This design comes from an exercise in tuning for small area, a short achievable clock period and few clock cycles on the open sky130 flow, not from production work. RTL that was checked went through simulation tests only; none was proved equivalent to the original. Power and IR drop assume default switching activity.

before:
==> flow/design.v (excerpt) <==
module proc (
  input         clk,
  input         rst,
  output [15:0] imem_addr,
  input  [15:0] imem_rdata,
  input         imem_ready,
  output [15:0] dmem_addr,
  output [15:0] dmem_wdata,
  output        dmem_rd,
  output        dmem_wr,
  input  [15:0] dmem_rdata,
  input         dmem_ready,
  output        halt);
  localparam [15:0] NOP = 16'h0800;
  reg [15:0] ir;
  reg [15:0] pc2;
  reg [15:0] r0, r1, r2, r3, r4, r5, r6, r7;
  wire [4:0] op = ir[15:11];
  wire [1:0] fn = ir[1:0];
  wire op_halt  = (op == 5'b00000);
  wire op_j     = (op == 5'b00100);
  wire op_jr    = (op == 5'b00101);
  wire op_jal   = (op == 5'b00110);
  wire op_jalr  = (op == 5'b00111);
  wire op_addi  = (op == 5'b01000);
  wire op_subi  = (op == 5'b01001);
  wire op_xori  = (op == 5'b01010);
  wire op_andni = (op == 5'b01011);
  wire op_br    = (op[4:2] == 3'b011);
  wire op_st    = (op == 5'b10000);
  wire op_ld    = (op == 5'b10001);
  wire op_slbi  = (op == 5'b10010);
  wire op_stu   = (op == 5'b10011);
  wire op_shi   = (op[4:2] == 3'b101);
  wire op_lbi   = (op == 5'b11000);
  wire op_btr   = (op == 5'b11001);
  wire op_shr   = (op == 5'b11010);
  wire op_ar    = (op == 5'b11011);
  wire op_set   = (op[4:2] == 3'b111);
  wire op_mem   = op_st | op_ld | op_stu;
  wire rfmt     = op_ar | op_shr | op_set;         
  ...
export LEC_CHECK = 0
export ABC_AREA = 1
export CAP_MARGIN = 20
export CORE_MARGIN = 2
export CORE_UTILIZATION = 60
export SETUP_SLACK_MARGIN = 3
export SLEW_MARGIN = 20
create_clock -name core_clock -period 10.0 [get_ports {clk}]
run.sh (not shown) runs the stock make flow with config.mk's settings and CLKGATE_MAP_FILE= SYNTH_SCRIPT=/design/flow/synth_recipe.tcl, a recipe that flattens the netlist after the stock synthesis.
Relative to before, the following input files were edited for after:
Settings: clearing SETUP_SLACK_MARGIN, which used to be 3.
## What came out
- Compared with before, in after via count decreased about 5%, total routed wirelength moved down, total global routing track utilization saw a decrease, final cell count went down 3.4%.
- Summary of after over before: fmax moved down, shortest clock period the worst path allows after layout climbed 1210 ps.
- Arrival time at the worst endpoint for after is higher than for before.
- Part of the total power dissipated in combinational logic came out lower on after than on before.
- Per the final summary, after finished and its layout is clean on timing, DRC and antenna.
- before has higher area of the multi-input gates than after.
- after against before: critical path depth moved up; number of gates resized after CTS now smaller.
No run of this note included a check of the RTL's function; only the layout flow was run.


Another version of the RTL of proc (not shown whole).
Size: about 1700 cells after synthesis, ~87 I/O pins, roughly 13000 µm² of cells after synthesis.
Settings: LEC_CHECK=0, ABC_AREA=1, CAP_MARGIN=20, CORE_MARGIN=2, CORE_UTILIZATION=60, SETUP_SLACK_MARGIN=4.5, SLEW_MARGIN=20, TNS_END_PERCENT=0; clock period 10.0 ns.
standard.sh (not shown) runs the stock make flow with config.mk's settings and CLKGATE_MAP_FILE= SYNTH_SCRIPT=/design/flow/synth_recipe.tcl, a recipe that flattens the netlist after the stock synthesis.
==> flow/flow/run.sh <==
#!/bin/bash
# The standard layout, with two changes: ports are buffered with buf_1 cells
# (instead of the clkdlybuf4s50_1 that buffer_ports picks by default), and
# the resizer may change a cell's footprint when it sizes cells up or down.
set -euo pipefail
bash standard.sh MATCH_CELL_FOOTPRINT=0 "BUFFER_PORTS_ARGS=-buffer_cell sky130_fd_sc_hd__buf_1" finish > flow_make.log 2>&1
Testbench counts at the start, summed over its fixed seeds: cycles 20,438.
Change:
- SETUP_SLACK_MARGIN: 4.5 -> 4
- TNS_END_PERCENT: 0 -> unset
The changed run finished clean.
Synthesized area is unchanged.
Design area decreases by 2.5%.
Global-route usage fell by 0.62 points.
Setup slack got worse by 300 ps.
Via count shrinks by 0.60%.
Combinational power is lower by about 9%.
Flip-flop and latch count does not change.


build 25:
The RTL this note starts from:
==> flow/design.v <==
module cla16 (
  input  [15:0] a,
  input  [15:0] b,
  input         ci,
  output [15:0] s,
  output        co);
  wire [15:0] g0 = a & b;
  wire [15:0] p0 = a ^ b;
  wire [15:0] g1, p1, g2, p2, g3, p3, g4, p4;
  genvar i;
  generate for (i = 0; i < 16; i = i + 1) begin : pfx
    if (i % 2 == 1) begin : l1
      assign g1[i] = g0[i] | (p0[i] & g0[i - 1]);
      assign p1[i] = p0[i] & p0[i - 1];
    end else begin : l1n
      assign g1[i] = g0[i]; assign p1[i] = p0[i];
    end
    if (i % 4 >= 2) begin : l2
      assign g2[i] = g1[i] | (p1[i] & g1[(i / 4) * 4 + 1]);
      assign p2[i] = p1[i] & p1[(i / 4) * 4 + 1];
    end else begin : l2n
      assign g2[i] = g1[i]; assign p2[i] = p1[i];
    end
    if (i % 8 >= 4) begin : l3
      assign g3[i] = g2[i] | (p2[i] & g2[(i / 8) * 8 + 3]);
      assign p3[i] = p2[i] & p2[(i / 8) * 8 + 3];
    end else begin : l3n
      assign g3[i] = g2[i]; assign p3[i] = p2[i];
    end
    if (i >= 8) begin : l4
      assign g4[i] = g3[i] | (p3[i] & g3[7]);
      assign p4[i] = p3[i] & p3[7];
    end else begin : l4n
      assign g4[i] = g3[i]; assign p4[i] = p3[i];
    end
  end endgenerate
  wire [16:0] c = {g4 | (p4 & {16{ci}}), ci};
  assign s  = p0 ^ c[15:0];
  assign co = c[16];
endmodule
module proc (
  input         clk,
  input         rst,
  output [15:0] imem_addr,
  input  [15:0] imem_rdata,
  input         imem_ready,
  output [15:0] dmem_addr,
  output [15:0] dmem_wdata,
  output        dmem_rd,
  output        dmem_wr,
  input  [15:0] dmem_rdata,
  input         dmem_ready,
  output        halt);
  localparam [15:0] NOP = 16'h0800;
  reg [4:0] op;            
  reg [1:0] fn;            
  reg [2:0] wsel;          
  reg [15:0] yi;           
  reg [15:0] pc2;
  reg f_pcrel, f_rfmt, f_inv, f_jmp, f_br, f_ld, f_st;
  reg [15:0] r0, r1, r2, r3, r4, r5, r6, r7;
  wire op_halt  = (op == 5'b00000);
  wire op_j     = (op == 5'b00100);
  wire op_jr    = (op == 5'b00101);
  wire op_jal   = (op == 5'b00110);
  wire op_jalr  = (op == 5'b00111);
  wire op_addi  = (op == 5'b01000);
  wire op_subi  = (op == 5'b01001);
  wire op_xori  = (op == 5'b01010);
  wire op_andni = (op == 5'b01011);
  wire op_br    = (op[4:2] == 3'b011);
  wire op_st    = (op == 5'b10000);
  wire op_ld    = (op == 5'b10001);
  wire op_slbi  = (op == 5'b10010);
  wire op_stu   = (op == 5'b10011);
  wire op_shi   = (op[4:2] == 3'b101);
  wire op_lbi   = (op == 5'b11000);
  wire op_btr   = (op == 5'b11001);
  wire op_shr   = (op == 5'b11010);
  wire op_ar    = (op == 5'b11011);
  wire op_set   = (op[4:2] == 3'b111);
  wire op_mem   = f_ld | f_st;
  wire rfmt     = f_rfmt;                          
  wire inv      = f_inv;                           
  function [15:0] rsel;
    input [2:0] s;
    input [15:0] a0, a1, a2, a3, a4, a5, a6, a7;
    case (s)
      3'd0: rsel = a0; 3'd1: rsel = a1; 3'd2: rsel = a2; 3'd3: rsel = a3;
      3'd4: rsel = a4; 3'd5: rsel = a5; 3'd6: rsel = a6; default: rsel = a7;
    endcase
  endfunction
  reg  [15:0] rs, rt;
  wire [15:0] rfa = rsel(imem_rdata[10:8], r0, r1, r2, r3, r4, r5, r6, r7);
  wire [15:0] rfb = rsel(imem_rdata[7:5],  r0, r1, r2, r3, r4, r5, r6, r7);
  wire pcrel = f_pcrel;
  wire [15:0] y = rfmt ? rt : yi;
  wire [15:0] x = pcrel ? pc2 : rs ^ {16{inv}};
  wire [16:0] sum;
  cla16 add (.a(x), .b(y), .ci(inv), .s(sum[15:0]), .co(sum[16]));
  wire [3:0] cnt  = y[3:0];
  wire [1:0] sk   = op_shr ? fn : op[1:0];         
  wire [3:0] lamt = sk[1] ? (4'd0 - cnt) : cnt;
  wire [31:0] dbl = {rs, rs} << lamt;
  wire [15:0] rot = dbl[31:16];
  wire [15:0] mask_l = 16'hffff << cnt;
  wire [15:0] mask_r = 16'hffff >> cnt;
  wire [15:0] smask = ~sk[0] ? 16'hffff : sk[1] ? mask_r : mask_l;
  wire [15:0] shres = rot & smask;
  wire [15:0] xr = rs ^ y;
  wire eq  = ~|xr;
  wire ovf = (rt[15] ^ rs[15]) & (sum[15] ^ rt[15]);
  wire ge  = ~(sum[15] ^ ovf);                     
  reg setbit;
  always @* begin
    case (op[1:0])
      2'b00: setbit = eq;
      2'b01: setbit = ge & ~eq;                    
      2'b10: setbit = ge;                          
      default: setbit = sum[16];                   
    endcase
  end
  wire [15:0] btr;
  genvar g;
  generate for (g = 0; g < 16; g = g + 1) begin : rev
    assign btr[g] = rs[15 - g];
  end endgenerate
  wire arith = op_addi | op_subi | (op_ar & ~fn[1]) | op_stu;
  wire lxor  = op_xori | (op_ar & fn == 2'b10);
  wire landn = op_andni | (op_ar & fn == 2'b11);
  wire shf   = op_shi | op_shr;
  wire link  = op_jal | op_jalr;
  wire [15:0] res =
      ({16{arith}}  & sum[15:0])
    | ({16{lxor}}   & xr)
    | ({16{landn}}  & (rs & ~y))
    | ({16{shf}}    & shres)
    | ({16{op_set}} & {15'b0, setbit})
    | ({16{op_btr}} & btr)
    | ({16{op_lbi}} & yi)
    | ({16{op_slbi}} & {rs[7:0], yi[7:0]})
    | ({16{link}}   & pc2)
    | ({16{op_ld}}  & dmem_rdata);
  wire misal = op_mem & sum[0];
  assign dmem_addr  = {sum[15:1], 1'b0};
  assign dmem_wdata = rt;
  assign dmem_rd    = f_ld & ~sum[0];
  assign dmem_wr    = f_st & ~sum[0];
  wire stop = op_halt | misal;
  wire hold = stop | ((dmem_rd | dmem_wr) & ~dmem_ready);
  assign halt = stop;
  wire wr = arith | lxor | landn | shf | op_set | op_btr | op_lbi | op_slbi | link | op_ld;
  wire we = wr & ~hold;
  always @(posedge clk) begin
    if (we && wsel == 3'd0) r0 <= res;
    if (we && wsel == 3'd1) r1 <= res;
    if (we && wsel == 3'd2) r2 <= res;
    if (we && wsel == 3'd3) r3 <= res;
    if (we && wsel == 3'd4) r4 <= res;
    if (we && wsel == 3'd5) r5 <= res;
    if (we && wsel == 3'd6) r6 <= res;
    if (we && wsel == 3'd7) r7 <= res;
  end
  wire taken = f_br & (op[1] ? (rs[15] ^ op[0]) : ((rs == 16'b0) ^ op[0]));
  wire [15:0] nxt = (taken | f_jmp) ? sum[15:0] : pc2;
  assign imem_addr = {nxt[15:1], 1'b0};
  wire [15:0] fi = imem_rdata;
  wire [4:0] fo = fi[15:11];
  wire [4:0] fop = imem_ready ? fo : NOP[15:11];
  wire f_j    = (fo == 5'b00100) | (fo == 5'b00110);                          
  wire f_imm8 = (fo[4:2] == 3'b011) | (fo == 5'b00101) | (fo == 5'b00111)     
              | (fo == 5'b11000) | (fo == 5'b10010);                          
  wire f_zx5  = (fo == 5'b01010) | (fo == 5'b01011);                          
  wire [15:0] f_imm = f_j    ? {{5{fi[10]}}, fi[10:0]}
                    : f_imm8 ? {{8{fi[7]}}, fi[7:0]}
                    : {{11{fi[4] & ~f_zx5}}, fi[4:0]};
  wire [2:0] f_wsel = (fo == 5'b00110 || fo == 5'b00111) ? 3'd7               
                    : (fo == 5'b11000 || fo == 5'b10010 || fo == 5'b10011) ? fi[10:8]   
                    : (fo[4:3] == 2'b11) ? fi[4:2]                              
                    : fi[7:5];
  always @(posedge clk) begin
    if (!hold) begin
      rs <= (wr && wsel == imem_rdata[10:8]) ? res : rfa;
      rt <= (wr && wsel == imem_rdata[7:5])  ? res : rfb;
      fn   <= fi[1:0];
      wsel <= f_wsel;
      yi   <= f_imm;
      f_pcrel <= (fo[4:2] == 3'b011) | (fo == 5'b00100) | (fo == 5'b00110);
      f_rfmt  <= (fo == 5'b11011) | (fo == 5'b11010) | (fo[4:2] == 3'b111);
      f_inv   <= (fo == 5'b01001) | (fo == 5'b11011 && fi[1:0] == 2'b01)
               | (fo == 5'b11101) | (fo == 5'b11110);
    end
    if (rst) begin
      op  <= NOP[15:11];
      pc2 <= 16'h0000;
      {f_jmp, f_br, f_ld, f_st} <= 4'b0;
    end else if (!hold) begin
      op  <= fop;
      pc2 <= imem_ready ? nxt + 16'd2 : nxt;
      f_jmp   <= (fop[4:2] == 3'b001);
      f_br    <= (fop[4:2] == 3'b011);
      f_ld    <= (fop == 5'b10001);
      f_st    <= (fop == 5'b10000) | (fop == 5'b10011);
    end
  end
endmodule
Settings: LEC_CHECK=0, ABC_AREA=1, CAP_MARGIN=20, CORE_MARGIN=2, CORE_UTILIZATION=50, SETUP_SLACK_MARGIN=4.5, SLEW_MARGIN=20, TNS_END_PERCENT=0; clock period 10.0 ns.
Scripts as last shown in full above: flow/flow/run.sh
Build 25 has completed all stages; timing, DRC and antenna checks passed.
Testbench counts of build 25, summed over its fixed seeds: cycles 20,438.
--- input diff build 25..build 82 ---
- swapping 50 for 65 in CORE_UTILIZATION
- putting PLACE_DENSITY at 0.7 where nothing was set
==> run notes <==
Build 25 → build 82: clock-buffer cell count lower; final hold slack level; count of placed standard cells in the final layout, fillers left out has decreased. Diff build 25 -> build 82 | total wire length | down by a little under 10%. Cmp build 25 and build 82 / final period utilization / lower: build 82. Taking build 25 as the reference, in build 82 power fell 200 uW; register-to-register slack now sits higher; post-route cell area has decreased; cell count after placement dropped 63. From build 25 to build 82 the numbers moved as follows: clock network power saw a decrease; setup slack saw an increase.
## Diff of input files: build 70 against build 82
- CORE_UTILIZATION now 60, was 65
- PLACE_DENSITY no longer set, was 0.7
- SETUP_SLACK_MARGIN now 5, was 4.5
### Flow results
Non-clock inverter count in the final layout in build 70 vs build 82: up 0.36%. Build 82 → build 70: adder and majority gate portion of the synthesized area about even, total detailed-routing wirelength rose 11%. In the metrics for build 70 and build 82, the one carrying the lower sequential share of layout area is build 70.

## static timing again, ports no longer ideal
How much do the figures lean on ideal ports? The routed layouts below were timed once more, with nothing changed but the port constraints. Step 1 assumes that a clkbuf_16 drives the clock port and a buf_2 every other input. Step 2 adds t to the input delays and takes it off the output delays; t is the mean of the earliest and latest rising clock arrival at the registers after step 1. Input paths then give back, and output paths get back, about the clock's delay inside the block. Slacks: ideal / step 1 / step 2; pairs: ideal / step 1.
run	shift t [ns]	setup slack, ns	clock arrival spread, ns
before	0.484	3.077 / 3.029 / 3.513	0.019 / 0.019
after	0.482	1.864 / 1.814 / 2.297	0.015 / 0.015
the first run of note 2	0.493	4.491 / 4.444 / 4.937	0.026 / 0.026
the second run of note 2	0.495	4.192 / 4.141 / 4.636	0.030 / 0.029
build 25	0.559	4.665 / 4.615 / 5.174	0.023 / 0.022
build 82	0.564	4.728 / 4.678 / 5.241	0.017 / 0.017
build 70	0.542	4.834 / 4.789 / 5.330	0.024 / 0.023
After both steps setup and hold are still met in every run listed.
